This is an optimization exercise on Yosys and OpenROAD, whose aim is a short achievable clock period and few clock cycles, not a production implementation. RTL that was checked went through simulation tests only; none was proved equivalent to the original. Function not checked in run 2: the RTL went through the layout flow alone. Power is estimated from default activity; no workload was simulated.

`design/flow/flow/run.sh`:
```
#!/bin/bash
# The standard layout (standard.sh), with two changes to how it is made:
#  - ADDER_MAP_FILE is emptied, so adders are left to abc as plain logic instead of being
#    mapped onto the library's full/half adder cells (which gave much slower carry chains);
#    registers and their names are the same as the standard synthesis's.
#  - repair_timing aims for a setup slack margin larger than the design's clock period
#    leaves, so it keeps shortening paths (flow/margin.txt, in ns).
# make's output goes to standard_flow.log; ORFS's per-step logs are under orfs/logs/.
set -euo pipefail
MARGIN=$(cat flow/margin.txt)
bash standard.sh ADDER_MAP_FILE= SETUP_SLACK_MARGIN=$MARGIN finish > standard_flow.log 2>&1
```
`design/flow/flow/margin.txt`:
```
6.5
```
`design/flow/standard.sh`:
```
#!/bin/bash
# synth_recipe.tcl (not shown) runs the flow's synth.tcl, then flattens the netlist and writes it again
# the make line also repeats each setting of config.mk as NAME=value (left out here)
make -C /OpenROAD-flow-scripts/flow DESIGN_CONFIG=/design/flow/config.mk WORK_HOME=/design/flow/orfs CLKGATE_MAP_FILE= SYNTH_SCRIPT=/design/flow/synth_recipe.tcl "${@:-finish}"
```
`design/flow/config.mk`:
```
export PLATFORM = sky130hd
export DESIGN_NAME = CPU
export DESIGN_NICKNAME = CPU
export VERILOG_FILES = /design/flow/design.v
export SDC_FILE = /design/flow/constraint.sdc
export NUM_CORES = 8
export LEC_CHECK = 0
export CAP_MARGIN = 30
export CORE_MARGIN = 2
export CORE_UTILIZATION = 40
export SLEW_MARGIN = 30
```
`design/flow/constraint.sdc`:
```
create_clock -name core_clock -period 10.0 [get_ports {clk}]
set_input_delay 2.0000 -clock core_clock [delete_from_list [all_inputs] [get_ports {clk}]]
set_output_delay 2.0000 -clock core_clock [all_outputs]
set_load 0.01 [all_outputs]
```
`design/flow/design.v`:
```
`timescale 1ns / 1ps
module CPU(reset, clk, imem_addr, imem_data, dmem_addr, dmem_wdata, dmem_we, dmem_rdata);
    input reset, clk;
    output [31:0] imem_addr;
    input  [31:0] imem_data;
    output [31:0] dmem_addr, dmem_wdata;
    output dmem_we;
    input  [31:0] dmem_rdata;
    integer i, j;
    genvar g;
    reg  [31:0] pc;
    reg  [15:0] btb_v;
    reg  [5:0]  btb_tag [0:15];
    reg  [9:0]  btb_tgt [0:15];
    reg  [1:0]  btb_ctr [0:15];
    reg         d_v;
    reg  [31:0] d_ir;
    reg  [31:0] d_pc4;
    reg  [9:0]  d_pcl;       
    reg         d_pt;        
    reg  [31:2] d_ptgt;      
    reg         d_hit;
    reg  [1:0]  d_ctr;
    reg         d_urs, d_urt, d_cbr;
    reg  [31:0] d_rs_oh, d_rt_oh;    
    reg         stall;               
    reg         x_v;
    reg  [31:0] x_a, x_b, x_sd;            
    reg  [4:0]  x_rd;                      
    reg         x_ld, x_lb, x_st;
    reg         x_sub, x_uns;
    reg  [3:0]  x_tt;
    reg         x_radd, x_rlog, x_rslt, x_rshl, x_rshr, x_sra;
    reg  [4:0]  x_sh;
    reg         x_beq, x_bne, x_blez, x_bgtz, x_bltz, x_bgez, x_jmp, x_jr;
    reg         x_pt, x_sk;
    reg  [31:2] x_ptgt;
    reg  [31:0] x_tgt, x_pc4;
    reg         x_hit;
    reg  [1:0]  x_ctr;
    reg  [9:0]  x_pcl;
    reg         x_late;                    
    reg         x_la, x_lbo;               
    reg         m_v;
    reg  [31:0] m_res, m_sd;
    reg  [4:0]  m_rd;
    reg         m_ld, m_lb, m_st;
    reg         m_late;
    reg         m_beq, m_bne, m_blez, m_bgtz, m_bltz, m_bgez;
    reg         m_pt, m_mpt, m_hit;
    reg         m_eq, m_aneg, m_azero;      
    reg  [1:0]  m_ctr;
    reg  [9:0]  m_pcl;
    reg  [31:0] m_tgt, m_pc4;
    reg  [31:0] w_res;
    reg  [4:0]  w_rd;
    reg  [31:0] rf [1:31];
    reg         u_br, u_taken, u_hit, u_jmp;
    reg  [1:0]  u_ctr;
    reg  [9:0]  u_pcl;
    reg  [9:0]  u_tgt;
    wire [31:0] pc4_f = {pc[31], pc[30:0] + 31'd4};
    wire [3:0]  f_idx = pc[5:2];
    wire [9:0]  f_tl  = btb_tgt[f_idx];
    wire [1:0]  f_ctr = btb_ctr[f_idx];
    wire        f_hit = btb_v[f_idx] && (btb_tag[f_idx] == pc[11:6]);
    wire        f_pt  = f_hit && f_ctr[1];
    wire [31:0] f_tgt = {pc[31:12], f_tl, 2'b00};
    wire [5:0] f_op  = imem_data[31:26];
    wire [5:0] f_fn  = imem_data[5:0];
    wire       f_isr = (f_op == 6'h00);
    wire       f_shift = f_isr && (f_fn == 6'h00 || f_fn == 6'h02 || f_fn == 6'h03);
    wire       f_jrx = f_isr && (f_fn == 6'h08 || f_fn == 6'h09);
    wire       f_urs = !(f_op == 6'h02 || f_op == 6'h03 || f_op == 6'h0f || f_shift);
    wire       f_urt = (f_isr && !f_jrx) || f_op == 6'h04 || f_op == 6'h05 || f_op == 6'h2b;
    wire       f_cbr = (f_op[5:2] == 4'b0001) || (f_op == 6'h01 && imem_data[20:17] == 4'd0);
    wire [4:0] f_rs  = imem_data[25:21];
    wire [4:0] f_rt  = imem_data[20:16];
    assign imem_addr = pc;
    wire [5:0] op = d_ir[31:26];
    wire [5:0] fn = d_ir[5:0];
    wire [4:0] rs = d_ir[25:21];
    wire [4:0] rt = d_ir[20:16];
    wire [4:0] rdf = d_ir[15:11];
    wire [15:0] imm = d_ir[15:0];
    wire is_r    = (op == 6'h00);
    wire i_sll   = is_r && (fn == 6'h00);
    wire i_srl   = is_r && (fn == 6'h02);
    wire i_sra   = is_r && (fn == 6'h03);
    wire i_jr    = is_r && (fn == 6'h08);
    wire i_jalr  = is_r && (fn == 6'h09);
    wire i_subr  = is_r && (fn == 6'h22 || fn == 6'h23);
    wire i_andr  = is_r && (fn == 6'h24);
    wire i_orr   = is_r && (fn == 6'h25);
    wire i_xorr  = is_r && (fn == 6'h26);
    wire i_norr  = is_r && (fn == 6'h27);
    wire i_sltr  = is_r && (fn == 6'h2a);
    wire i_sltur = is_r && (fn == 6'h2b);
    wire i_j     = (op == 6'h02);
    wire i_jal   = (op == 6'h03);
    wire i_beq   = (op == 6'h04);
    wire i_bne   = (op == 6'h05);
    wire i_blez  = (op == 6'h06);
    wire i_bgtz  = (op == 6'h07);
    wire i_bltz  = (op == 6'h01) && (rt == 5'd0);
    wire i_bgez  = (op == 6'h01) && (rt == 5'd1);
    wire i_addi  = (op == 6'h08) || (op == 6'h09);
    wire i_slti  = (op == 6'h0a);
    wire i_sltiu = (op == 6'h0b);
    wire i_andi  = (op == 6'h0c);
    wire i_ori   = (op == 6'h0d);
    wire i_xori  = (op == 6'h0e);
    wire i_lui   = (op == 6'h0f);
    wire i_lw    = (op == 6'h23);
    wire i_lb    = (op == 6'h20);
    wire i_sw    = (op == 6'h2b);
    wire i_shift = i_sll || i_srl || i_sra;
    wire i_cbr   = i_beq || i_bne || i_blez || i_bgtz || i_bltz || i_bgez;
    wire i_link  = i_jal || i_jalr;
    wire i_ld    = i_lw || i_lb;
    wire i_immop = i_addi || i_slti || i_sltiu || i_andi || i_ori || i_xori || i_lui || i_ld || i_sw;
    wire [4:0] dest = i_link ? 5'd31 :
                      (is_r && !i_jr) ? rdf :
                      (i_addi || i_slti || i_sltiu || i_andi || i_ori || i_xori || i_lui || i_ld) ? rt :
                      5'd0;
    reg  [31:0] rs_rd, rt_rd;
    always @(*) begin
        rs_rd = 32'd0;
        rt_rd = 32'd0;
        for (j = 1; j < 32; j = j + 1) begin
            rs_rd = rs_rd | ({32{d_rs_oh[j]}} & rf[j]);
            rt_rd = rt_rd | ({32{d_rt_oh[j]}} & rf[j]);
        end
    end
    wire [31:0] rs_val = (rs != 5'd0 && rs == w_rd) ? w_res : rs_rd;
    wire [31:0] rt_val = (rt != 5'd0 && rt == w_rd) ? w_res : rt_rd;
    wire x_ldv  = x_v && x_ld && (x_rd != 5'd0);
    wire dep_rs = d_urs && (rs == x_rd);
    wire dep_rt = d_urt && (rt == x_rd);
    wire ld_dep = d_v && x_ldv && (dep_rs || dep_rt);
    wire late   = ld_dep && d_cbr;
    wire id_ldd = d_v && i_ld && (rt != 5'd0);
    wire stall_next = !stall && !kill_d && id_ldd && !f_cbr &&
                      ((f_urs && (f_rs == rt)) || (f_urt && (f_rt == rt)));
    wire xw = x_v && (x_rd != 5'd0);
    wire mw = m_v && (m_rd != 5'd0);
    wire fa_x = xw && (rs == x_rd);
    wire fa_m = mw && (rs == m_rd) && !fa_x;
    wire fb_x = xw && (rt == x_rd);
    wire fb_m = mw && (rt == m_rd) && !fb_x;
    wire b_rt = !(i_immop || i_link);
    wire [31:0] imm_s = {{16{imm[15]}}, imm};
    wire [31:0] imm_v = i_lui ? {imm, 16'd0} :
                        (i_andi || i_ori || i_xori) ? {16'd0, imm} :
                        imm_s;
    wire [31:0] b_val = i_link ? d_pc4 : i_immop ? imm_v : rt_val;
    wire [31:0] br_tgt = d_pc4 + {imm_s[29:0], 2'b00};
    wire [31:0] j_tgt  = {d_pc4[31:28], d_ir[25:0], 2'b00};
    wire [31:0] tgt    = (i_j || i_jal) ? j_tgt : br_tgt;
    wire [3:0] tt = (i_andr || i_andi) ? 4'b1000 :
                    (i_orr  || i_ori)  ? 4'b1110 :
                    (i_xorr || i_xori) ? 4'b0110 :
                    i_norr             ? 4'b0001 :
                                         4'b1010;    
    wire [31:0] ea = x_a;
    wire [31:0] eb = x_b;
    wire [31:0] ebx = eb ^ {32{x_sub}};
    wire [33:0] sum34 = {1'b0, ea, 1'b1} + {1'b0, ebx, x_sub};
    wire [31:0] sum = sum34[32:1];
    wire        cout = sum34[33];
    wire        lt = x_uns ? !cout : ((ea[31] ^ eb[31]) ? ea[31] : sum[31]);
    wire [31:0] logic_r;
    generate
        for (g = 0; g < 32; g = g + 1) begin : lu
            assign logic_r[g] = x_tt[{ea[g], eb[g]}];
        end
    endgenerate
    wire [31:0] shl = eb << x_sh;
    wire [31:0] shr = (eb >> x_sh) | ({32{x_sra & eb[31]}} & ~(32'hffffffff >> x_sh));
    wire [31:0] res = ({32{x_radd}} & sum) | ({32{x_rlog}} & logic_r) |
                      ({32{x_rshl}} & shl) | ({32{x_rshr}} & shr) |
                      {31'd0, x_rslt & lt};
    wire a_neg  = ea[31];
    wire a_zero = (ea == 32'd0);
    wire eq     = (ea == eb);
    wire taken_x = (x_beq && eq) || (x_bne && !eq) || (x_blez && (a_neg || a_zero)) ||
                   (x_bgtz && !a_neg && !a_zero) || (x_bltz && a_neg) || (x_bgez && !a_neg) || x_jmp;
    wire taken_m = (m_beq && m_eq) || (m_bne && !m_eq) || (m_blez && (m_aneg || m_azero)) ||
                   (m_bgtz && !m_aneg && !m_azero) || (m_bltz && m_aneg) || (m_bgez && !m_aneg);
    wire ml      = m_v && m_late;
    wire mr_t    = ml && m_mpt;
    wire mr_n    = ml && m_pt;
    wire x_mpt   = !(x_pt && ({x_ptgt, 2'b00} == x_tgt));
    wire skip_x  = x_sk && !d_pt;
    wire xe      = x_v && !x_late;                   
    wire xr_t    = xe && x_mpt && !skip_x;
    wire xk_t    = xe && (x_mpt || skip_x);          
    wire xr_n    = xe && (x_jr || x_pt);
    wire [31:0] x_rpcn = x_jr ? ea : x_pc4;
    wire redir_m = taken_m ? mr_t : mr_n;
    wire kill_x  = redir_m;                          
    wire redir_x = !kill_x && (taken_x ? xr_t : xr_n);
    wire redirect = redir_m || redir_x;
    wire kill_d  = redirect || (!kill_x && taken_x && xk_t);
    wire s_mt = taken_m && mr_t;
    wire s_mn = !taken_m && mr_n;
    wire s_xt = !kill_x && taken_x && xr_t;
    wire s_xn = !kill_x && !taken_x && xr_n;
    wire [31:0] pc_if = stall ? pc : f_pt ? f_tgt : pc4_f;
    wire [31:0] pc_next = ({32{s_mt}} & m_tgt) | ({32{s_mn}} & m_pc4) |
                          ({32{s_xt}} & x_tgt) | ({32{s_xn}} & x_rpcn) |
                          ({32{!redirect}} & pc_if);
    wire x_isbr = x_beq || x_bne || x_blez || x_bgtz || x_bltz || x_bgez;
    wire [7:0] ld_byte = (m_res[1:0] == 2'd0) ? dmem_rdata[7:0] :
                         (m_res[1:0] == 2'd1) ? dmem_rdata[15:8] :
                         (m_res[1:0] == 2'd2) ? dmem_rdata[23:16] :
                                                dmem_rdata[31:24];
    wire [31:0] ld_val = m_lb ? {24'd0, ld_byte} : dmem_rdata;
    wire [31:0] mem_val = m_ld ? ld_val : m_res;
    wire [31:0] la_a = x_la ? mem_val : ea;
    wire [31:0] la_b = x_lbo ? mem_val : eb;
    wire [31:0] a_next  = fa_x ? res : fa_m ? mem_val : rs_val;
    wire [31:0] b_next  = (b_rt && fb_x) ? res : (b_rt && fb_m) ? mem_val : b_val;
    wire [31:0] sd_next = fb_x ? res : fb_m ? mem_val : rt_val;
    assign dmem_addr  = m_res;
    assign dmem_wdata = m_sd;
    assign dmem_we    = m_st;
    always @(posedge clk or posedge reset)
        if (reset)
            pc <= 32'h00400000;
        else
            pc <= pc_next;
    always @(posedge clk or posedge reset)
        if (reset)
            d_v <= 1'b0;
        else if (redirect)
            d_v <= 1'b0;
        else if (!stall)
            d_v <= 1'b1;
    always @(posedge clk)
        if (!stall) begin
            d_ir   <= imem_data;
            d_pc4  <= pc4_f;
            d_pcl  <= pc[11:2];
            d_pt   <= f_pt;
            d_ptgt <= f_tgt[31:2];
            d_hit  <= f_hit;
            d_ctr  <= f_ctr;
            d_urs  <= f_urs;
            d_urt  <= f_urt;
            d_cbr  <= f_cbr;
            d_rs_oh <= 32'd1 << f_rs;
            d_rt_oh <= 32'd1 << f_rt;
        end
    always @(posedge clk or posedge reset)
        if (reset)
            stall <= 1'b0;
        else
            stall <= stall_next;
    always @(posedge clk or posedge reset)
        if (reset)
            x_v <= 1'b0;
        else
            x_v <= d_v && !stall && !kill_d;
    always @(posedge clk) begin
        x_rd   <= dest;
        x_ld   <= i_ld;
        x_st   <= i_sw;
        x_beq  <= i_beq;
        x_bne  <= i_bne;
        x_blez <= i_blez;
        x_bgtz <= i_bgtz;
        x_bltz <= i_bltz;
        x_bgez <= i_bgez;
        x_jmp  <= i_j || i_jal;
        x_jr   <= i_jr || i_jalr;
        x_pt   <= d_pt;
        x_sk   <= i_cbr && (imm == 16'd1) && !d_pt;
        x_late <= late;
        x_la   <= dep_rs;
        x_lbo  <= dep_rt;
        x_a    <= a_next;
        x_b    <= b_next;
        x_sd   <= sd_next;
        x_lb   <= i_lb;
        x_sub  <= i_subr || i_sltr || i_sltur || i_slti || i_sltiu;
        x_uns  <= i_sltur || i_sltiu;
        x_tt   <= tt;
        x_radd <= !(i_andr || i_orr || i_xorr || i_norr || i_andi || i_ori || i_xori || i_lui || i_link ||
                    i_sltr || i_sltur || i_slti || i_sltiu || i_shift);
        x_rlog <= i_andr || i_orr || i_xorr || i_norr || i_andi || i_ori || i_xori || i_lui || i_link;
        x_rslt <= i_sltr || i_sltur || i_slti || i_sltiu;
        x_rshl <= i_sll;
        x_rshr <= i_srl || i_sra;
        x_sra  <= i_sra;
        x_sh   <= d_ir[10:6];
        x_ptgt <= d_ptgt;
        x_tgt  <= tgt;
        x_pc4  <= d_pc4;
        x_hit  <= d_hit;
        x_ctr  <= d_ctr;
        x_pcl  <= d_pcl;
    end
    always @(posedge clk or posedge reset)
        if (reset) begin
            m_v  <= 1'b0;
            m_st <= 1'b0;
        end else begin
            m_v  <= x_v && !kill_x;
            m_st <= x_v && x_st && !kill_x;
        end
    always @(posedge clk) begin
        m_rd   <= x_rd;
        m_ld   <= x_ld;
        m_res  <= res;
        m_sd   <= x_sd;
        m_lb   <= x_lb;
        m_late <= x_late;
        m_beq  <= x_late && x_beq;
        m_bne  <= x_late && x_bne;
        m_blez <= x_late && x_blez;
        m_bgtz <= x_late && x_bgtz;
        m_bltz <= x_late && x_bltz;
        m_bgez <= x_late && x_bgez;
        m_pt   <= x_pt;
        m_eq   <= (la_a == la_b);
        m_aneg <= la_a[31];
        m_azero <= (la_a == 32'd0);
        m_mpt  <= x_mpt;
        m_tgt  <= x_tgt;
        m_pc4  <= x_pc4;
        m_hit  <= x_hit;
        m_ctr  <= x_ctr;
        m_pcl  <= x_pcl;
    end
    always @(posedge clk or posedge reset)
        if (reset)
            w_rd <= 5'd0;
        else
            w_rd <= m_v ? m_rd : 5'd0;
    always @(posedge clk)
        w_res <= mem_val;
    always @(posedge clk or posedge reset)
        if (reset) begin
            for (i = 1; i < 32; i = i + 1)
                rf[i] <= 32'd0;
        end else if (w_rd != 5'd0)
            rf[w_rd] <= w_res;
    always @(posedge clk or posedge reset)
        if (reset)
            u_br <= 1'b0;
        else
            u_br <= ml || (xe && !kill_x && (x_isbr || x_jmp));
    always @(posedge clk) begin
        u_taken <= ml ? taken_m : taken_x;
        u_jmp   <= !ml && x_jmp;
        u_hit   <= ml ? m_hit : x_hit;
        u_ctr   <= ml ? m_ctr : x_ctr;
        u_pcl   <= ml ? m_pcl : x_pcl;
        u_tgt   <= ml ? m_tgt[11:2] : x_tgt[11:2];
    end
    wire       u_en  = u_br && (u_hit || u_taken);
    wire [1:0] u_new = u_jmp ? 2'd3 :
                       !u_hit ? 2'd2 :
                       u_taken ? ((u_ctr == 2'd3) ? 2'd3 : u_ctr + 2'd1) :
                                 ((u_ctr == 2'd0) ? 2'd0 : u_ctr - 2'd1);
    always @(posedge clk or posedge reset)
        if (reset)
            btb_v <= 16'd0;
        else if (u_en)
            btb_v[u_pcl[3:0]] <= 1'b1;
    always @(posedge clk)
        if (u_en) begin
            btb_tag[u_pcl[3:0]] <= u_pcl[9:4];
            btb_tgt[u_pcl[3:0]] <= u_tgt;
            btb_ctr[u_pcl[3:0]] <= u_new;
        end
endmodule
```
==> impl_metrics.py, run 1 <==
metrics = {
    "cts": {
        "numCtsBuffers": 203,
        "clk_pin_slew_ns": 0.07,
        "htreeDepth": 4,
        "clock_sinks": 1968,
        "root_buffer": "clkbuf_16",
        "cts_tree": "built",
        "clk_path_buf_depth": 3,
        "clk_latency_ns": 0.89,
    },
    "worst_setup_path": {
        "path_cells": "buf_4, a22oi_1, nand3_1, nor3_1, a21oi_1, o21ai_0, o21ai_0, a21oi_1, nor2_1, a221o_1",
        "worstSetupEndpointType": "flop",
        "crit_arrival_ns": 4.59,
        "startpoint": "d_rt_oh[31]",
        "path_class": "reg2reg",
        "r2r_end": "x_b[22]",
        "r2r_cells": 10,
        "cp_max_fo": 25,
        "cpPeakStageDelay_ns": 0.94,
        "required_ns": 10.82,
        "reg2reg_slack_ns": 6.22,
        "r2r-start": "d_rt_oh[31]",
        "crit_slowest_cell": "edfxtp_1",
        "start_kind": "flop",
    },
    "worst_hold_path": {
        "min_from": "x_sd[11]",
        "hold_path_end": "m_sd[11]",
        "worstHoldPathType": "reg2reg",
        "whs_path_depth": 0,
    },
    "detailed_routing": {
        "first_iter_violations": 15277,
        "via_per_inst": 7.00,
        "drc_errors": 0,
        "dr.pass1.iters": 17,
        "wirelength_um": 430000,
        "wl_per_cell_um": 37.3,
        "vias": 80832,
        "ant_nets": 0,
    },
    "pwr": {
        "p_int_w": 0.0174,
        "switching_share": 0.339,
        "vdd_ir_drop_max_uv": 200,
        "switchingPower_w": 0.00894,
        "power.share.sequential": 0.435,
        "combPwrFrac": 0.253,
        "power_leakage_nw": 45.7,
        "p_clk_frac": 0.312,
        "powerDensity_nw_per_um2": 236,
        "total_power_w": 0.0263,
    },
    "timing": {
        "hold_viol": 0,
        "relSlewSlack": 0.249,
        "fin_ws_ns": 6.22,
        "finClkSkew_ns": 0.100,
        "whs_ns": 0.326,
        "max_freq_ghz": 0.265,
        "fin_crit_sh": 0.378,
        "setup_violations": 0,
        "worst_slew_pin_slew_ns": 1.13,
        "drv_slew": 0,
        "period_needed_ns": 3.78,
        "rsz0062_at_grt": "true",
    },
    "final_layout": {
        "multi_input_area_um2": 43700,
        "fillers": 21019,
        "drive_gt1_frac": 0.308,
        "regArea_um2": 49500,
        "fin_nets": 8256,
        "fin_area_um2": 111000,
        "syn_to_final_growth_pct": 17.7,
        "fin_cells": 11543,
    },
    "global_route": {
        "grt_pass1_wl_um": 591000,
        "grt_overflow": 0,
        "gr-usage-all-layers": 0.342,
        "antenna_found_initial": 51,
        "grt_max_degree": 170,
        "grt_pass1_vias": 76317,
    },
    "placed_design": {
        "io_buffer_count": 162,
        "pre_cts_ws_ns": 4.78,
        "place.gp.congestion": 1.02,
        "dp_hpwl_um": 255000,
        "dp_cells": 10909,
        "placed_area_um2": 99800,
    },
    "floorplanning": {
        "num_rows": 178,
        "initial_core_util": 0.402,
        "die_area_um2": 240000,
        "io-pin-count": 163,
        "die-height_um": 490,
        "dieWidth_um": 490,
        "coreArea_um2": 235000,
    },
    "synthesis": {
        "netlist_top_cells_area": "dfrtp_1 (28%), edfxtp_1 (15%), mux2_2 (12%)",
        "synth_top_cell_area_share": 0.278,
        "synth_edf_count": 460,
        "yosysSeqAreaShare": 0.521,
        "yosysTopAreaCell": "dfrtp_1",
        "yosys_warnings": 2,
        "netlist_top_cells_count": "dfrtp_1 (1050), mux2_2 (1037), clkbuf_1 (559)",
        "synth_cell_types": 94,
        "synth_most_common_cell": "dfrtp_1",
        "synth_area_per_cell_um2": 11.7,
        "syn_nets": 8149,
        "synth-seq-cells": 1968,
        "ys.flop_type": "dfrtp_1",
        "async_flop_share": 0.534,
        "synthCells": 8083,
        "syn_area_um2": 94600,
    },
    "run": {
        "drv_cap": 0,
    },
    "run_status": {
        "outcome": "timing/DRC/antenna clean",
    },
}
layout by cell type, fill, tap and decap left out, types with 205 or more instances in the layout:
cell / netlist / final
clkbuf_16: 0 / 221
a22o_1: 281 / 279
nand2_1: 322 / 295
nor2_1: 427 / 397
o21ai_0: 267 / 219
a22oi_1: 432 / 427
a221oi_1: 281 / 274
dfrtp_1: 1050 / 1021
mux2_2: 1037 / 1028
buf_4: 37 / 445
xnor2_1: 228 / 205
dfxtp_1: 457 / 364
a21oi_1: 302 / 262
edfxtp_1: 460 / 460
flip-flops by register name, indices dropped and copies added (netlist names), 16 cells and up:
name and flops:
rf 992, btb_tgt 160, btb_tag 96, btb_ctr 32, d_ir 32, m_pc4 32, m_res 32, m_sd 32
m_tgt 32, pc 32, w_res 32, x_a 32, x_b 32, x_sd 32, x_tgt 32, d_pc4 31
d_rs_oh 31, d_rt_oh 31, x_pc4 31, d_ptgt 30, x_ptgt 30, btb_v 16
through the flow:
stage	utilization	setup TNS [ns]
floorplan	-	-6817.65
global placement	0.424	0
detailed placement	0.424	0
CTS	0.465	0
global route	0.473	0
finish	0.474	0
power by group through the flow:
stage / combinational (W) / sequential [W] / clock, W
after floorplan: 0.00383 / 0.0107 / 0
after global routing: 0.00690 / 0.0116 / 0.00856
after CTS: 0.00609 / 0.0114 / 0.00823
after global placement: 0.00530 / 0.0116 / 0
final: 0.00665 / 0.0115 / 0.00821
after detailed placement: 0.00535 / 0.0117 / 0
timing repair:
item                                    in CTS  in global routing
pin swaps                                   53                 87
endpoints found under the setup margin     372                339
buffers inserted                           112                 98
gates cloned                                 6                  7
hold endpoints to repair                     0                  0
hold buffers                                 0                  0
gates resized for setup                    692                234
how the worst max path moves through the flow:
stage                          end  slack (ns)  depth (start not counted)
final                      x_b[22]        6.22                         10
after global routing       x_b[28]        6.27                         13
after CTS                   pc[10]        6.36                         13
after detailed placement    pc[29]        4.78                         12
after global placement      pc[23]        4.82                         12
after floorplan           btb_v[0]       -6.49                          1
routing by layer:
layer / wire, um / GRT usage / up-vias
li1: - / - / 31094
met1: 158000 / 0.442 / 40540
met2: 172000 / 0.469 / 7188
met3: 66900 / 0.144 / 1962
met4: 33600 / 0.213 / 48
met5: 348 / 0.000992 / -
kinds of logic (layout without fill, tap and decap cells):
| kind of cell | Yosys count | count (layout) | share of synthesized area |
|---|---|---|---|
| AOI/OAI and AO/OA | 2034 | 2034 | 0.157 |
| DFF | 1968 | 1968 | 0.521 |
| and+or+nand+nor | 1514 | 1515 | 0.0776 |
| muxes | 1304 | 1304 | 0.172 |
| buffers and inverters | 900 | 1183 | 0.0379 |
| xor gates and xnor gates | 331 | 331 | 0.0310 |
| adders and majority gates | 32 | 32 | 0.00339 |
| other | 0 | 26 | 0 |
layout make-up:
cell class                      count  share of cell area
Antenna cell                       26            0.000584
Clock buffer                      284              0.0535
Clock inverter                     98              0.0113
Inverter                          116             0.00417
Multi-Input combinational cell   5216               0.392
Sequential cell                  1968               0.445
Tap cell                         3150              0.0354
Timing Repair Buffer              685              0.0578
worst max-delay path: cells and delay by family (launching register included):
family / cells / cell delay (ns)
DFF: 1 / 0.94
buffers and inverters: 1 / 0.75
AOI/OAI and AO/OA: 6 / 1.75
and+or+nand+nor: 3 / 0.34
Testbench counts, summed over its fixed seeds: cycles 358,060.
==> run 2: changes to the inputs <==
--- a/design/flow/design.v
+++ b/design/flow/design.v
@@ -9,6 +9,7 @@
     integer i, j;
     genvar g;
     reg  [31:0] pc;
+    reg  [31:0] pc_o;        
     reg  [15:0] btb_v;
     reg  [5:0]  btb_tag [0:15];
     reg  [9:0]  btb_tgt [0:15];
@@ -43,6 +44,7 @@
     reg         x_la, x_lbo;               
     reg         m_v;
     reg  [31:0] m_res, m_sd;
+    reg  [31:0] m_addr;      
     reg  [4:0]  m_rd;
     reg         m_ld, m_lb, m_st;
     reg         m_late;
@@ -76,7 +78,7 @@
     wire       f_cbr = (f_op[5:2] == 4'b0001) || (f_op == 6'h01 && imem_data[20:17] == 4'd0);
     wire [4:0] f_rs  = imem_data[25:21];
     wire [4:0] f_rt  = imem_data[20:16];
-    assign imem_addr = pc;
+    assign imem_addr = pc_o;
     wire [5:0] op = d_ir[31:26];
     wire [5:0] fn = d_ir[5:0];
     wire [4:0] rs = d_ir[25:21];
@@ -222,16 +224,26 @@
     wire [31:0] a_next  = fa_x ? res : fa_m ? mem_val : rs_val;
     wire [31:0] b_next  = (b_rt && fb_x) ? res : (b_rt && fb_m) ? mem_val : b_val;
     wire [31:0] sd_next = fb_x ? res : fb_m ? mem_val : rt_val;
-    assign dmem_addr  = m_res;
+    assign dmem_addr  = m_addr;
     assign dmem_wdata = m_sd;
     assign dmem_we    = m_st;
-    always @(posedge clk or posedge reset)
+    always @(posedge clk)
         if (reset)
             pc <= 32'h00400000;
         else
             pc <= pc_next;
     always @(posedge clk or posedge reset)
         if (reset)
+            pc_o <= 32'h00400000;
+        else
+            pc_o <= pc_next;
+    always @(posedge clk or posedge reset)
+        if (reset)
+            m_addr <= 32'd0;
+        else
+            m_addr <= res;
+    always @(posedge clk or posedge reset)
+        if (reset)
             d_v <= 1'b0;
         else if (redirect)
             d_v <= 1'b0;
@@ -249,9 +261,11 @@
             d_urs  <= f_urs;
             d_urt  <= f_urt;
             d_cbr  <= f_cbr;
-            d_rs_oh <= 32'd1 << f_rs;
-            d_rt_oh <= 32'd1 << f_rt;
         end
+    always @(posedge clk) begin
+        d_rs_oh <= stall ? (32'd1 << rs) : (32'd1 << f_rs);
+        d_rt_oh <= stall ? (32'd1 << rt) : (32'd1 << f_rt);
+    end
     always @(posedge clk or posedge reset)
         if (reset)
             stall <= 1'b0;
==> design/flow/flow/run.sh (replaced) <==
#!/bin/bash
# The standard layout (standard.sh), with these changes to how it is made:
#  - synthesis: the standard flow's own script (synth_recipe.tcl), except that abc maps with flow/abc.script
#    (a delay-driven "map -D"), and ADDER_MAP_FILE is emptied so adders are left to abc as plain
#    logic rather than full/half adder cells. Registers and their names are unchanged.
#  - repair_timing aims for a setup slack margin larger than the design's clock period
#    leaves (flow/margin.txt, in ns), so it keeps shortening paths.
# Each tool's full output: make's in standard_flow.log, ORFS's per-step logs under orfs/logs/.
set -euo pipefail
W=$(pwd)
export MY_FLOW_DIR=$W/flow
MARGIN=$(cat flow/margin.txt)
sed 's#log_cmd abc {\*}$abc_args#set abc_args [lreplace $abc_args 1 1 $::env(MY_FLOW_DIR)/abc.script]\n  log_cmd abc {*}$abc_args#' \
    "$FLOW_HOME/scripts/synth.tcl" > "$W/synth_orfs.tcl"
grep -q 'MY_FLOW_DIR)/abc.script' "$W/synth_orfs.tcl"
sed "s#source \$::env(SCRIPTS_DIR)/synth.tcl#source $W/synth_orfs.tcl#" synth_recipe.tcl > "$W/my_synth.tcl"
grep -q "source $W/synth_orfs.tcl" "$W/my_synth.tcl"
bash standard.sh ADDER_MAP_FILE= SYNTH_SCRIPT="$W/my_synth.tcl" SETUP_SLACK_MARGIN=$MARGIN finish > standard_flow.log 2>&1
==> design/flow/flow/abc.script (new file) <==
strash
dch -f
map -D 500
topo
buffer -c
upsize -D 500
dnsize -D 500
stime -p
==> impl_metrics.py, run 2 <==
metrics = {
    "global_route": {
        "gr-usage-all-layers": 0.379,
        "grt_pass1_vias": 85995,
        "antenna_found_initial": 75,
        "grt_overflow": 0,
        "grt_max_degree": 178,
        "grt_pass1_wl_um": 657000,
    },
    "detailed_routing": {
        "vias": 93778,
        "first_iter_violations": 16950,
        "wirelength_um": 476000,
        "via_per_inst": 6.53,
        "dr.pass1.iters": 22,
        "ant_nets": 0,
        "wl_per_cell_um": 33.1,
        "drc_errors": 0,
    },
    "final_layout": {
        "largest_reg_flops": 992,
        "fin_cells": 14362,
        "fin_nets": 11056,
        "multi_input_area_um2": 40100,
        "layout_common_cells": "nand2_1 (2179), o21ai_0 (1560), dfrtp_1 (1064)",
        "largest-register": "rf",
        "final_common_cell": "nand2_1",
        "syn_to_final_growth_pct": 15.1,
        "regArea_um2": 50200,
        "fillers": 22618,
        "drive_gt1_frac": 0.102,
    },
    "placed_design": {
        "io_buffer_count": 162,
        "place.gp.congestion": 1.07,
        "dp_cells": 13852,
        "pre_cts_ws_ns": 5.03,
        "dp_hpwl_um": 314000,
    },
    "timing": {
        "max_freq_ghz": 0.271,
        "fin_crit_sh": 0.369,
        "finClkSkew_ns": 0.0977,
        "worst_slew_pin_slew_ns": 1.12,
        "whs_ns": 0.320,
        "hold_viol": 0,
        "rsz0062_at_grt": "true",
        "setup_tns_ns": 0,
        "period_needed_ns": 3.69,
        "relSlewSlack": 0.248,
        "setup_violations": 0,
        "drv_slew": 0,
        "fin_ws_ns": 6.31,
    },
    "synthesis": {
        "synth_top_family_by_area": "compound AO/OA/AOI/OAI gates",
        "synth_compound_area_frac": 0.231,
        "synth_area_per_cell_um2": 8.59,
        "ys.flop_type": "dfrtp_1",
        "synth-seq-cells": 2032,
        "synth_edf_count": 398,
        "syn_area_um2": 94900,
        "yosys_warnings": 2,
        "syn_nets": 11106,
        "yosys.area_share.adder": 0,
        "netlist_top_cells_area": "dfrtp_1 (29%), edfxtp_1 (13%), dfxtp_1 (12%)",
        "yosysTopAreaCell": "dfrtp_1",
        "yosysSeqAreaShare": 0.528,
        "netlist_top_cells_count": "nand2_1 (2192), o21ai_0 (1591), dfrtp_1 (1082)",
        "synthCells": 11040,
        "synth_cell_types": 89,
        "synth_top_cell_area_share": 0.285,
        "synth_xor_area_frac": 0.0127,
        "synth_most_common_cell": "nand2_1",
        "muxShareOfSynthArea": 0.00179,
        "async_flop_share": 0.533,
        "yosys.area_share.simple": 0.164,
    },
    "pwr": {
        "vdd_ir_drop_max_uv": 185,
        "power_leakage_nw": 44.2,
        "powerDensity_nw_per_um2": 212,
    },
    "worst_setup_path": {
        "required_ns": 10.82,
        "crit_arrival_ns": 4.51,
        "worstSetupEndpointType": "flop",
        "cpPeakStageDelay_ns": 0.58,
        "r2r-start": "d_rt_oh[5]",
        "r2r_cells": 12,
        "crit_buf_inv": 3,
        "path_class": "reg2reg",
        "crit_slowest_cell": "a21oi_1",
        "path_cells": "buf_4, buf_4, inv_1, o21ai_0, a211oi_1, nand3b_1, a21oi_4, a21oi_1, o21ai_0, a21oi_1, a211oi_2, a21oi_1",
        "crit_family": "compound AO/OA/AOI/OAI gates",
        "start_kind": "flop",
        "cp_max_fo": 16,
        "reg2reg_slack_ns": 6.31,
        "r2r_end": "x_b[20]",
        "cp_common_cell": "a21oi_1",
    },
    "cts": {
        "htreeDepth": 4,
        "clock_sinks": 2032,
        "clk_path_buf_depth": 3,
        "clk_pin_slew_ns": 0.06,
        "clk_latency_ns": 0.92,
        "root_buffer": "clkbuf_16",
        "numCtsBuffers": 216,
        "cts_tree": "built",
        "hold_buffers": 0,
    },
    "floorplanning": {
        "die-height_um": 491,
        "initial_core_util": 0.403,
        "coreArea_um2": 235000,
        "io-pin-count": 163,
        "die_area_um2": 241000,
        "dieWidth_um": 491,
        "num_rows": 178,
    },
    "worst_hold_path": {
        "hold_path_end": "x_ptgt[16]",
        "whs_path_depth": 0,
        "min_from": "d_ptgt[16]",
        "worstHoldPathType": "reg2reg",
    },
    "run_status": {
        "outcome": "timing/DRC/antenna clean",
    },
    "run": {
        "drv_cap": 0,
    },
}
==> run 2: changes by cell type after synthesis, sizes merged, moves of 138 or more <==
cell,delta
a21oi,+238
nand2,+1873
xnor2,-194
nor2,+487
mux2,-1037
inv,+622
mux4,-157
o21ai,+1354
a22o,-254
a22oi,+138
==> run 2: cell type report <==
class	instances	area share
clock inverter	96	0.0125
tap	3150	0.0361
timing repair inverter	3	0.000137
clock buffer	308	0.0563
inverter	758	0.0270
antenna	36	0.000825
timing repair buffer	478	0.0405
sequential	2032	0.460
multi-input combinational	7501	0.367
==> run 2: cell families after synthesis <==
| logic type | count (synthesis) |
|---|---|
| buffers and inverters | 1509 |
| AOI/OAI and AO/OA | 3579 |
| xor gates and xnor gates | 137 |
| and+or+nand+nor | 3766 |
| muxes | 17 |
| DFF | 2032 |
==> run 2: worst max path at each step <==
stage,start,to,slack (ns),cells after the start
4_1_cts,pc_o[22],imem_addr[22],6.38,1
2_1_floorplan,reset,pc[22],-8.61,2
3_5_place_dp,reset,rf[22][0],5.03,5
5_1_grt,d_rs_oh[1],x_a[26],6.39,12
6_report,d_rt_oh[5],x_b[20],6.31,12
3_3_place_gp,reset,rf[22][0],5.07,5
==> run 2: what timing repair did <==
action / in CTS / in global routing
setup endpoints to repair: 841 / 581
gates cloned: 7 / 3
setup buffers: 31 / 25
pin swaps: 10 / 9
resized for setup: 494 / 154
==> run 2: per-stage QoR <==
| stage | cell area (um^2) | total power [W] | util |
|---|---|---|---|
| 3_5_place_dp | 100000 | 0.0144 | 0.425 |
| 4_1_cts | 108000 | 0.0228 | 0.459 |
| 2_1_floorplan | 94900 | 0.0124 | - |
| 6_report | 109000 | 0.0231 | 0.464 |
| 5_1_grt | 109000 | 0.0238 | 0.464 |
| 3_3_place_gp | 99900 | 0.0143 | 0.424 |
==> run 2: per-layer routing <==
| layer | vias up | part of all wire | wire (um) | GRT usage |
|---|---|---|---|---|
| met2 | 7892 | 0.39 | 186000 | 0.511 |
| met3 | 1890 | 0.16 | 74500 | 0.165 |
| met4 | 82 | 0.074 | 35400 | 0.226 |
| met5 | - | 0.0014 | 677 | 0 |
| li1 | 38622 | - | - | - |
| met1 | 45292 | 0.38 | 180000 | 0.497 |
==> run 2: where the power goes <==
part / switching [W] / internal (W)
registers: 0.00112 / 0.00941
logic: 0.00297 / 0.00113
clock network: 0.00365 / 0.00485
==> run 3: changes to the inputs <==
--- a/design/flow/design.v
+++ b/design/flow/design.v
@@ -14,7 +14,13 @@
     reg  [5:0]  btb_tag [0:15];
     reg  [9:0]  btb_tgt [0:15];
     reg  [1:0]  btb_ctr [0:15];
+    reg  [1:0]  fo_v;
+    reg  [31:2] fo_tag0, fo_tag1, fo_tgt0, fo_tgt1;
+    reg         fo_ptr;
+    reg         fu_en;
+    reg  [31:2] fu_tag, fu_tgt;
     reg         d_v;
+    reg         d_fold;      
     reg  [31:0] d_ir;
     reg  [31:0] d_pc4;
     reg  [9:0]  d_pcl;       
@@ -35,6 +41,7 @@
     reg  [4:0]  x_sh;
     reg         x_beq, x_bne, x_blez, x_bgtz, x_bltz, x_bgez, x_jmp, x_jr;
     reg         x_pt, x_sk;
+    reg         x_fold, x_ctl, x_jp;       
     reg  [31:2] x_ptgt;
     reg  [31:0] x_tgt, x_pc4;
     reg         x_hit;
@@ -48,6 +55,7 @@
     reg  [4:0]  m_rd;
     reg         m_ld, m_lb, m_st;
     reg         m_late;
+    reg         m_nc;                      
     reg         m_beq, m_bne, m_blez, m_bgtz, m_bltz, m_bgez;
     reg         m_pt, m_mpt, m_hit;
     reg         m_eq, m_aneg, m_azero;      
@@ -68,6 +76,12 @@
     wire        f_hit = btb_v[f_idx] && (btb_tag[f_idx] == pc[11:6]);
     wire        f_pt  = f_hit && f_ctr[1];
     wire [31:0] f_tgt = {pc[31:12], f_tl, 2'b00};
+    wire        fo_h0  = fo_v[0] && (fo_tag0 == pc[31:2]);
+    wire        fo_h1  = fo_v[1] && (fo_tag1 == pc[31:2]);
+    wire        f_fold = fo_h0 || fo_h1;
+    wire [31:2] fo_t   = fo_h0 ? fo_tgt0 : fo_tgt1;
+    wire        f_ptx  = f_pt || f_fold;
+    wire [31:2] f_ptgt = f_fold ? fo_t : f_tgt[31:2];
     wire [5:0] f_op  = imem_data[31:26];
     wire [5:0] f_fn  = imem_data[5:0];
     wire       f_isr = (f_op == 6'h00);
@@ -197,7 +211,7 @@
     wire xe      = x_v && !x_late;                   
     wire xr_t    = xe && x_mpt && !skip_x;
     wire xk_t    = xe && (x_mpt || skip_x);          
-    wire xr_n    = xe && (x_jr || x_pt);
+    wire xr_n    = xe && (x_jr || (x_pt && !(x_fold && !x_ctl)));
     wire [31:0] x_rpcn = x_jr ? ea : x_pc4;
     wire redir_m = taken_m ? mr_t : mr_n;
     wire kill_x  = redir_m;                          
@@ -208,7 +222,7 @@
     wire s_mn = !taken_m && mr_n;
     wire s_xt = !kill_x && taken_x && xr_t;
     wire s_xn = !kill_x && !taken_x && xr_n;
-    wire [31:0] pc_if = stall ? pc : f_pt ? f_tgt : pc4_f;
+    wire [31:0] pc_if = stall ? pc : f_ptx ? {f_ptgt, 2'b00} : pc4_f;
     wire [31:0] pc_next = ({32{s_mt}} & m_tgt) | ({32{s_mn}} & m_pc4) |
                           ({32{s_xt}} & x_tgt) | ({32{s_xn}} & x_rpcn) |
                           ({32{!redirect}} & pc_if);
@@ -254,8 +268,9 @@
             d_ir   <= imem_data;
             d_pc4  <= pc4_f;
             d_pcl  <= pc[11:2];
-            d_pt   <= f_pt;
-            d_ptgt <= f_tgt[31:2];
+            d_pt   <= f_ptx;
+            d_ptgt <= f_ptgt;
+            d_fold <= f_fold;
             d_hit  <= f_hit;
             d_ctr  <= f_ctr;
             d_urs  <= f_urs;
@@ -289,6 +304,9 @@
         x_jmp  <= i_j || i_jal;
         x_jr   <= i_jr || i_jalr;
         x_pt   <= d_pt;
+        x_fold <= d_fold;
+        x_ctl  <= i_cbr || i_j || i_jal || i_jr || i_jalr;
+        x_jp   <= i_j;
         x_sk   <= i_cbr && (imm == 16'd1) && !d_pt;
         x_late <= late;
         x_la   <= dep_rs;
@@ -343,6 +361,7 @@
         m_mpt  <= x_mpt;
         m_tgt  <= x_tgt;
         m_pc4  <= x_pc4;
+        m_nc   <= !x_ctl;
         m_hit  <= x_hit;
         m_ctr  <= x_ctr;
         m_pcl  <= x_pcl;
@@ -380,6 +399,33 @@
                                  ((u_ctr == 2'd0) ? 2'd0 : u_ctr - 2'd1);
     always @(posedge clk or posedge reset)
         if (reset)
+            fu_en <= 1'b0;
+        else
+            fu_en <= xe && !kill_x && x_jp && m_v && m_nc && (m_pc4[31:2] + 30'd1 == x_pc4[31:2]);
+    always @(posedge clk) begin
+        fu_tag <= m_pc4[31:2] - 30'd1;
+        fu_tgt <= x_tgt[31:2];
+    end
+    always @(posedge clk or posedge reset)
+        if (reset) begin
+            fo_v   <= 2'b00;
+            fo_ptr <= 1'b0;
+        end else if (fu_en) begin
+            fo_v[fo_ptr] <= 1'b1;
+            fo_ptr <= !fo_ptr;
+        end
+    always @(posedge clk)
+        if (fu_en) begin
+            if (fo_ptr) begin
+                fo_tag1 <= fu_tag;
+                fo_tgt1 <= fu_tgt;
+            end else begin
+                fo_tag0 <= fu_tag;
+                fo_tgt0 <= fu_tgt;
+            end
+        end
+    always @(posedge clk or posedge reset)
+        if (reset)
             btb_v <= 16'd0;
         else if (u_en)
             btb_v[u_pcl[3:0]] <= 1'b1;
==> impl_metrics.py, run 3 <==
metrics = {
    "worst_setup_path": {
        "worstSetupEndpointType": "flop",
        "start_kind": "flop",
        "reg2reg_slack_ns": 6.15,
        "r2r_cells": 10,
        "path_class": "reg2reg",
        "required_ns": 10.72,
        "cp_max_fo": 16,
        "crit_arrival_ns": 4.57,
    },
    "cts": {
        "numCtsBuffers": 233,
        "cts_tree": "built",
        "clock_sinks": 2193,
        "hold_buffers": 0,
        "root_buffer": "clkbuf_16",
        "clk_latency_ns": 0.97,
        "htreeDepth": 4,
        "clk_pin_slew_ns": 0.06,
        "clk_path_buf_depth": 3,
    },
    "timing": {
        "whs_ns": 0.325,
        "hold_viol": 0,
        "drv_slew": 0,
        "max_freq_ghz": 0.260,
        "setup_tns_ns": 0,
        "setup_violations": 0,
        "fin_crit_sh": 0.385,
        "period_needed_ns": 3.85,
        "rsz0062_at_grt": "true",
        "finClkSkew_ns": 0.113,
        "worst_slew_pin_slew_ns": 1.21,
        "fin_ws_ns": 6.15,
        "relSlewSlack": 0.191,
    },
    "floorplanning": {
        "dieWidth_um": 511,
        "die_area_um2": 261000,
        "die-height_um": 511,
        "initial_core_util": 0.401,
        "io-pin-count": 163,
        "coreArea_um2": 256000,
        "num_rows": 186,
    },
    "synthesis": {
        "synthCells": 11975,
        "synth_top_cell_area_share": 0.265,
        "synth_cell_types": 85,
        "syn_nets": 12041,
        "netlist_top_cells_area": "dfrtp_1 (26%), edfxtp_1 (15%), dfxtp_1 (11%)",
        "yosysTopAreaCell": "dfrtp_1",
        "netlist_top_cells_count": "nand2_1 (2395), o21ai_0 (1612), dfrtp_1 (1086)",
        "yosysSeqAreaShare": 0.531,
        "synth_most_common_cell": "nand2_1",
        "yosys_warnings": 2,
        "synth_area_per_cell_um2": 8.58,
        "async_flop_share": 0.496,
        "ys.flop_type": "dfrtp_1",
        "syn_area_um2": 103000,
        "synth_edf_count": 520,
        "synth-seq-cells": 2193,
    },
    "final_layout": {
        "syn_to_final_growth_pct": 16.4,
        "fillers": 24429,
        "fin_area_um2": 120000,
        "largest-register": "rf",
        "fin_util": 0.467,
        "layout_common_cells": "nand2_1 (2376), o21ai_0 (1561), dfrtp_1 (1068)",
        "drive_gt1_frac": 0.113,
        "fin_nets": 12095,
        "final_common_cell": "nand2_1",
        "largest_reg_flops": 992,
    },
    "global_route": {
        "gr-usage-all-layers": 0.413,
        "grt_util_met1": 0.531,
        "grt_busiest_layer": "met2",
        "antenna_found_initial": 49,
        "grt_pass1_wl_um": 760000,
        "grt_overflow": 0,
        "grt_pass1_vias": 92866,
        "grt_use_met3": 0.180,
        "use_met2": 0.576,
        "grt_max_degree": 188,
    },
    "pwr": {
        "power.share.sequential": 0.451,
        "vdd_ir_drop_max_uv": 180,
        "switching_share": 0.344,
        "powerDensity_nw_per_um2": 211,
        "combPwrFrac": 0.188,
        "switchingPower_w": 0.00865,
        "power_leakage_nw": 48.2,
        "p_clk_frac": 0.361,
        "p_int_w": 0.0165,
    },
    "detailed_routing": {
        "dr.pass1.iters": 17,
        "wirelength_um": 560000,
        "drc_errors": 0,
        "via_per_inst": 6.48,
        "first_iter_violations": 18052,
        "ant_nets": 0,
        "wl_per_cell_um": 35.8,
        "vias": 101366,
    },
    "placed_design": {
        "pre_cts_ws_ns": 5.00,
        "place.gp.congestion": 1.04,
        "io_buffer_count": 162,
        "placed_area_um2": 109000,
        "dp_hpwl_um": 386000,
    },
    "worst_hold_path": {
        "worstHoldPathType": "reg2reg",
        "whs_path_depth": 0,
    },
    "run_status": {
        "outcome": "timing/DRC/antenna clean",
    },
    "run": {
        "drv_cap": 0,
    },
}
==> run 3: cell types whose count changed after synthesis, moves of 73 or more <==
cell and delta:
nand2_1 +203, o211ai_1 +73, inv_1 +97, nor2_1 +101
nand4_1 +77, nand3_1 +82, a21oi_1 +78, edfxtp_1 +122
==> run 3: stage by stage <==
stage,std cells,total power [W]
final,15653,0.0252
after global routing,15621,0.0258
after CTS,15564,0.0248
after detailed placement,15069,0.0157
after global placement,15066,0.0157
after floorplan,11975,0.0132
==> run 3: kinds of logic after synthesis <==
family	share of synthesized area
fa+ha+maj	0.0000974
xor+xnor	0.0171
buf+inv	0.0608
flops	0.531
simple gates	0.173
compound gates	0.216
mux	0.00214
==> run 3: final cells by class <==
cell class | instances | area (um^2) | share of cell area
flip-flops and latches | 2193 | 54700 | 0.457
multi-input cells | 8163 | 43700 | 0.366
clock buffers | 339 | 6780 | 0.0567
repair buffers | 598 | 5490 | 0.0459
well taps | 3384 | 4230 | 0.0354
inverters | 839 | 3300 | 0.0276
clock inverters | 97 | 1280 | 0.0107
diodes | 39 | 97.6 | 0.000816
repair inverters | 1 | 7.51 | 0.0000628
==> run 3: timing repair <==
| item | CTS | global route |
|---|---|---|
| gates resized for setup | 691 | 201 |
| pin swaps | 27 | 44 |
| cloned | 6 | 5 |
| buffers inserted | 53 | 37 |
| endpoints found under the setup margin | 1188 | 836 |
==> run 3: critical path, stage by stage, from the launching register on <==
cell	delay, ns
dfxtp_1	0.31
buf_4	0.29
buf_4	0.49
inv_1	0.26
o211ai_1	0.22
a221oi_1	0.16
o2111ai_1	0.36
nor2_1	0.11
a211oi_2	0.67
a21oi_1	0.21
o21ai_0	0.49
==> run 3: power by group through the flow <==
| stage | logic, W | clock network, W | registers, W |
|---|---|---|---|
| 3_5_place_dp | 0.00432 | 0 | 0.0114 |
| 4_1_cts | 0.00441 | 0.00912 | 0.0113 |
| 2_1_floorplan | 0.00231 | 0 | 0.0109 |
| 5_1_grt | 0.00492 | 0.00947 | 0.0114 |
| 3_3_place_gp | 0.00429 | 0 | 0.0114 |
| 6_report | 0.00473 | 0.00909 | 0.0114 |
==> run 3: path summary, 6_finish.rpt <==
check                           start         end
max                        d_rs_oh[5]     x_a[22]
min                            d_fold      x_fold
max reg2reg                d_rs_oh[5]     x_a[22]
min reg2reg                    d_fold      x_fold
max in group asynchronous       reset  rf[11][21]
min in group asynchronous       reset   rf[5][27]
==> run 3: layer usage <==
metal  up-vias  wire [um]
met5         -       1160
met4        48      37800
met3      1830      81000
met2      7800     227000
met1     49629     213000
li1      42059          -
Testbench counts of run 3, summed over its fixed seeds: cycles 338,621.
==> run 4: changes to the inputs <==
--- a/design/flow/design.v
+++ b/design/flow/design.v
@@ -30,6 +30,7 @@
     reg  [1:0]  d_ctr;
     reg         d_urs, d_urt, d_cbr;
     reg  [31:0] d_rs_oh, d_rt_oh;    
+    reg         d_rs_wb, d_rt_wb;    
     reg         stall;               
     reg         x_v;
     reg  [31:0] x_a, x_b, x_sd;            
@@ -148,8 +149,8 @@
             rt_rd = rt_rd | ({32{d_rt_oh[j]}} & rf[j]);
         end
     end
-    wire [31:0] rs_val = (rs != 5'd0 && rs == w_rd) ? w_res : rs_rd;
-    wire [31:0] rt_val = (rt != 5'd0 && rt == w_rd) ? w_res : rt_rd;
+    wire [31:0] rs_val = rs_rd | ({32{d_rs_wb}} & w_res);
+    wire [31:0] rt_val = rt_rd | ({32{d_rt_wb}} & w_res);
     wire x_ldv  = x_v && x_ld && (x_rd != 5'd0);
     wire dep_rs = d_urs && (rs == x_rd);
     wire dep_rt = d_urt && (rt == x_rd);
@@ -169,7 +170,7 @@
     wire [31:0] imm_v = i_lui ? {imm, 16'd0} :
                         (i_andi || i_ori || i_xori) ? {16'd0, imm} :
                         imm_s;
-    wire [31:0] b_val = i_link ? d_pc4 : i_immop ? imm_v : rt_val;
+    wire [31:0] b_imm = i_link ? d_pc4 : imm_v;
     wire [31:0] br_tgt = d_pc4 + {imm_s[29:0], 2'b00};
     wire [31:0] j_tgt  = {d_pc4[31:28], d_ir[25:0], 2'b00};
     wire [31:0] tgt    = (i_j || i_jal) ? j_tgt : br_tgt;
@@ -235,9 +236,12 @@
     wire [31:0] mem_val = m_ld ? ld_val : m_res;
     wire [31:0] la_a = x_la ? mem_val : ea;
     wire [31:0] la_b = x_lbo ? mem_val : eb;
-    wire [31:0] a_next  = fa_x ? res : fa_m ? mem_val : rs_val;
-    wire [31:0] b_next  = (b_rt && fb_x) ? res : (b_rt && fb_m) ? mem_val : b_val;
-    wire [31:0] sd_next = fb_x ? res : fb_m ? mem_val : rt_val;
+    wire fa_d = !fa_x && !fa_m;
+    wire fb_d = !fb_x && !fb_m;
+    wire [31:0] a_next  = ({32{fa_x}} & res) | ({32{fa_m}} & mem_val) | ({32{fa_d}} & rs_val);
+    wire [31:0] b_next  = ({32{b_rt && fb_x}} & res) | ({32{b_rt && fb_m}} & mem_val) |
+                          ({32{b_rt && fb_d}} & rt_val) | ({32{!b_rt}} & b_imm);
+    wire [31:0] sd_next = ({32{fb_x}} & res) | ({32{fb_m}} & mem_val) | ({32{fb_d}} & rt_val);
     assign dmem_addr  = m_addr;
     assign dmem_wdata = m_sd;
     assign dmem_we    = m_st;
@@ -277,9 +281,16 @@
             d_urt  <= f_urt;
             d_cbr  <= f_cbr;
         end
+    wire [4:0] nw_rd  = m_v ? m_rd : 5'd0;
+    wire [4:0] rs_n   = stall ? rs : f_rs;
+    wire [4:0] rt_n   = stall ? rt : f_rt;
+    wire       rs_wbn = (rs_n != 5'd0) && (rs_n == nw_rd);
+    wire       rt_wbn = (rt_n != 5'd0) && (rt_n == nw_rd);
     always @(posedge clk) begin
-        d_rs_oh <= stall ? (32'd1 << rs) : (32'd1 << f_rs);
-        d_rt_oh <= stall ? (32'd1 << rt) : (32'd1 << f_rt);
+        d_rs_oh <= rs_wbn ? 32'd0 : (32'd1 << rs_n);
+        d_rt_oh <= rt_wbn ? 32'd0 : (32'd1 << rt_n);
+        d_rs_wb <= rs_wbn;
+        d_rt_wb <= rt_wbn;
     end
     always @(posedge clk or posedge reset)
         if (reset)
==> impl_metrics.py, run 4 <==
metrics = {
    "placed_design": {
        "dp_hpwl_um": 345000,
        "place.gp.congestion": 1.07,
        "io_buffer_count": 162,
        "placed_area_um2": 108000,
        "pre_cts_ws_ns": 4.95,
    },
    "timing": {
        "setup_violations": 0,
        "fin_ws_ns": 6.36,
        "whs_ns": 0.292,
        "hold_viol": 0,
        "max_freq_ghz": 0.275,
        "fin_crit_sh": 0.364,
        "finClkSkew_ns": 0.134,
        "period_needed_ns": 3.64,
        "setup_tns_ns": 0,
        "drv_slew": 0,
        "worst_slew_pin_slew_ns": 1.12,
        "relSlewSlack": 0.255,
        "rsz0062_at_grt": "true",
    },
    "global_route": {
        "grt_pass1_wl_um": 711000,
        "grt_overflow": 0,
        "grt_max_degree": 177,
        "gr-usage-all-layers": 0.385,
        "antenna_found_initial": 40,
        "grt_pass1_vias": 92349,
    },
    "cts": {
        "root_buffer": "clkbuf_16",
        "clk_path_buf_depth": 3,
        "clock_sinks": 2195,
        "clk_pin_slew_ns": 0.07,
        "cts_tree": "built",
        "hold_buffers": 0,
        "clk_latency_ns": 0.94,
        "htreeDepth": 4,
        "numCtsBuffers": 232,
    },
    "synthesis": {
        "synthCells": 11833,
        "netlist_top_cells_count": "nand2_1 (2479), o21ai_0 (1547), dfrtp_1 (1086)",
        "yosysSeqAreaShare": 0.534,
        "async_flop_share": 0.495,
        "synth_edf_count": 520,
        "syn_area_um2": 102000,
        "syn_nets": 11899,
        "yosys_warnings": 2,
        "synth_cell_types": 88,
        "synth-seq-cells": 2195,
        "synth_area_per_cell_um2": 8.64,
        "ys.flop_type": "dfrtp_1",
        "yosysTopAreaCell": "dfrtp_1",
        "netlist_top_cells_area": "dfrtp_1 (27%), edfxtp_1 (15%), dfxtp_1 (12%)",
        "synth_most_common_cell": "nand2_1",
        "synth_top_cell_area_share": 0.266,
    },
    "floorplanning": {
        "dieWidth_um": 510,
        "die_area_um2": 260000,
        "num_rows": 185,
        "coreArea_um2": 254000,
        "io-pin-count": 163,
        "initial_core_util": 0.402,
        "die-height_um": 510,
    },
    "detailed_routing": {
        "top_layer_used": "met5",
        "route.met2.wl_um": 217000,
        "drc_errors": 0,
        "vias": 99538,
        "wirelength_um": 515000,
        "first_iter_violations": 17428,
        "wirelength_met1_um": 184000,
        "ant_nets": 0,
        "via_per_inst": 6.47,
        "wl_per_cell_um": 33.5,
        "dr.pass1.iters": 10,
        "wl_met3_um": 65600,
    },
    "worst_setup_path": {
        "path_cells": "inv_1, nand2_1, nand4_1, o22ai_1, a21oi_1, o21ai_1, o21bai_1, nand3_1, nand3_2, nand2_1, o2111ai_1",
        "path_class": "reg2reg",
        "crit_slowest_cell": "dfxtp_1",
        "crit_family": "simple AND/OR/NAND/NOR gates",
        "crit_arrival_ns": 4.31,
        "start_kind": "flop",
        "crit_buf_inv": 1,
        "cp_common_cell": "nand2_1",
        "required_ns": 10.67,
        "worstSetupEndpointType": "flop",
        "cp_max_fo": 5,
        "cpPeakStageDelay_ns": 0.66,
    },
    "final_layout": {
        "fillers": 24350,
        "largest-register": "rf",
        "drive_gt1_frac": 0.0960,
        "largest_reg_flops": 992,
        "syn_to_final_growth_pct": 15.0,
        "fin_area_um2": 118000,
        "fin_util": 0.463,
        "fin_nets": 11848,
        "layout_common_cells": "nand2_1 (2462), o21ai_0 (1518), dfrtp_1 (1076)",
        "final_common_cell": "nand2_1",
    },
    "worst_hold_path": {
        "worstHoldPathType": "reg2reg",
    },
    "pwr": {
        "power_leakage_nw": 47.5,
        "vdd_ir_drop_max_uv": 200,
        "powerDensity_nw_per_um2": 222,
    },
    "run": {
        "drv_cap": 0,
    },
    "run_status": {
        "outcome": "timing/DRC/antenna clean",
    },
}
run 4: cell count changes in the layout (fill, tap and decap cells not counted), moves of 35 or more:
cell,delta
nor2_1,-88
buf_4,-86
a221oi_1,+35
nand2_1,+86
o21ai_0,-43
a21oi_1,-54
o21ai_1,+35
o22ai_1,-56
a22oi_1,+56
run 4: cell type report:
class / instances / area [um^2] / share of cell area
multi-input cells: 8051 / 42800 / 0.364
diodes: 19 / 47.5 / 0.000404
inverters: 816 / 3180 / 0.0271
well taps: 3366 / 4210 / 0.0358
repair buffers: 485 / 4530 / 0.0385
flip-flops and latches: 2195 / 54700 / 0.465
repair inverters: 1 / 7.51 / 0.0000638
clock inverters: 113 / 1490 / 0.0127
clock buffers: 329 / 6600 / 0.0561
run 4: through the flow:
| stage | cells | total power [W] |
|---|---|---|
| final | 15375 | 0.0262 |
| after global routing | 15359 | 0.0269 |
| after CTS | 15325 | 0.0258 |
| after detailed placement | 14861 | 0.0167 |
| after global placement | 14847 | 0.0166 |
| after floorplan | 11833 | 0.0141 |
run 4: power breakdown:
part	switching, W	internal, W	total [W]
combinational	0.00367	0.00146	0.00514
clock	0.00395	0.00521	0.00916
sequential	0.00146	0.0104	0.0119
run 4: worst paths after layout:
path                           from        end  slack (ns)  cells past startpoint
max                         x_a[22]    x_b[31]        6.36                     11
max reg2reg                 x_a[22]    x_b[31]        6.36                     11
min reg2reg                x_pcl[3]   m_pcl[3]        0.29                      0
max in group asynchronous     reset  rf[6][27]        6.68                      7
min in group asynchronous     reset    w_rd[4]        1.85                      3
min                        x_pcl[3]   m_pcl[3]        0.29                      0
run 4: routing by layer:
metal / global-route usage / vias to the layer above
met1: 0.465 / 47818
met2: 0.568 / 7914
met4: 0.291 / 30
li1: - / 41429
met3: 0.126 / 2347
met5: 0.00128 / -
run 4: worst reg2reg max path: cells and delay by family, from the launching register on:
family	cells	cell delay (ns)
compound gates	5	1.00
flops	1	0.66
buf+inv	1	0.55
simple gates	5	1.18
run 4: cell families (layout without fill, tap and decap cells):
group           Yosys count  after routing  share of synthesized area
compound gates         3579           3579                      0.215
xor+xnor                192            192                     0.0164
buf+inv                1587           1744                     0.0596
flops                  2195           2195                      0.534
mux                      12             12                    0.00117
other cells               0             19                          0
simple gates           4268           4268                      0.174
run 4: timing repair:
item	CTS	global route
gates resized for setup	443	154
buffers inserted	20	21
pin swaps	5	5
hold endpoints to repair	0	0
gates cloned	2	2
endpoints found under the setup margin	729	477
Testbench counts of run 4, summed over its fixed seeds: cycles 338,621.

static timing again, ports no longer ideal:
In the flow no input, the clock included, has a driving cell. The finished layouts below were timed again as built, in two steps. Step 1: set_driving_cell puts a clkbuf_16 on clk and a buf_2 on each other input, an assumption about the parent block. Step 2 also shifts input and output timing later by t, the mid clock arrival at the registers, as if the neighbouring blocks saw the same clock. a / b / c = ideal / step 1 / step 2; a / b = the first two.
| run | shift t [ns] | slack for setup (ns) | latest minus earliest clock arrival (ns) | slew at the worst register clock pin (ns) | cell pins on the clock port's net |
|---|---|---|---|---|---|
| run 1 | 0.947 | 6.223 / 6.223 / 5.505 | 0.144 / 0.144 | 0.08 / 0.08 | 1 |
| run 2 | 0.964 | 6.310 / 6.310 / 5.553 | 0.099 / 0.099 | 0.07 / 0.07 | 1 |
| run 3 | 1.008 | 6.150 / 6.150 / 5.531 | 0.115 / 0.116 | 0.07 / 0.07 | 1 |
| run 4 | 0.980 | 6.358 / 6.311 / 5.636 | 0.152 / 0.152 | 0.07 / 0.07 | 1 |
After both steps setup and hold are still met in every run listed. The setup slack of run 2, which loses most, moves by 0.000 ns with the drivers and by -0.757 ns with both steps.
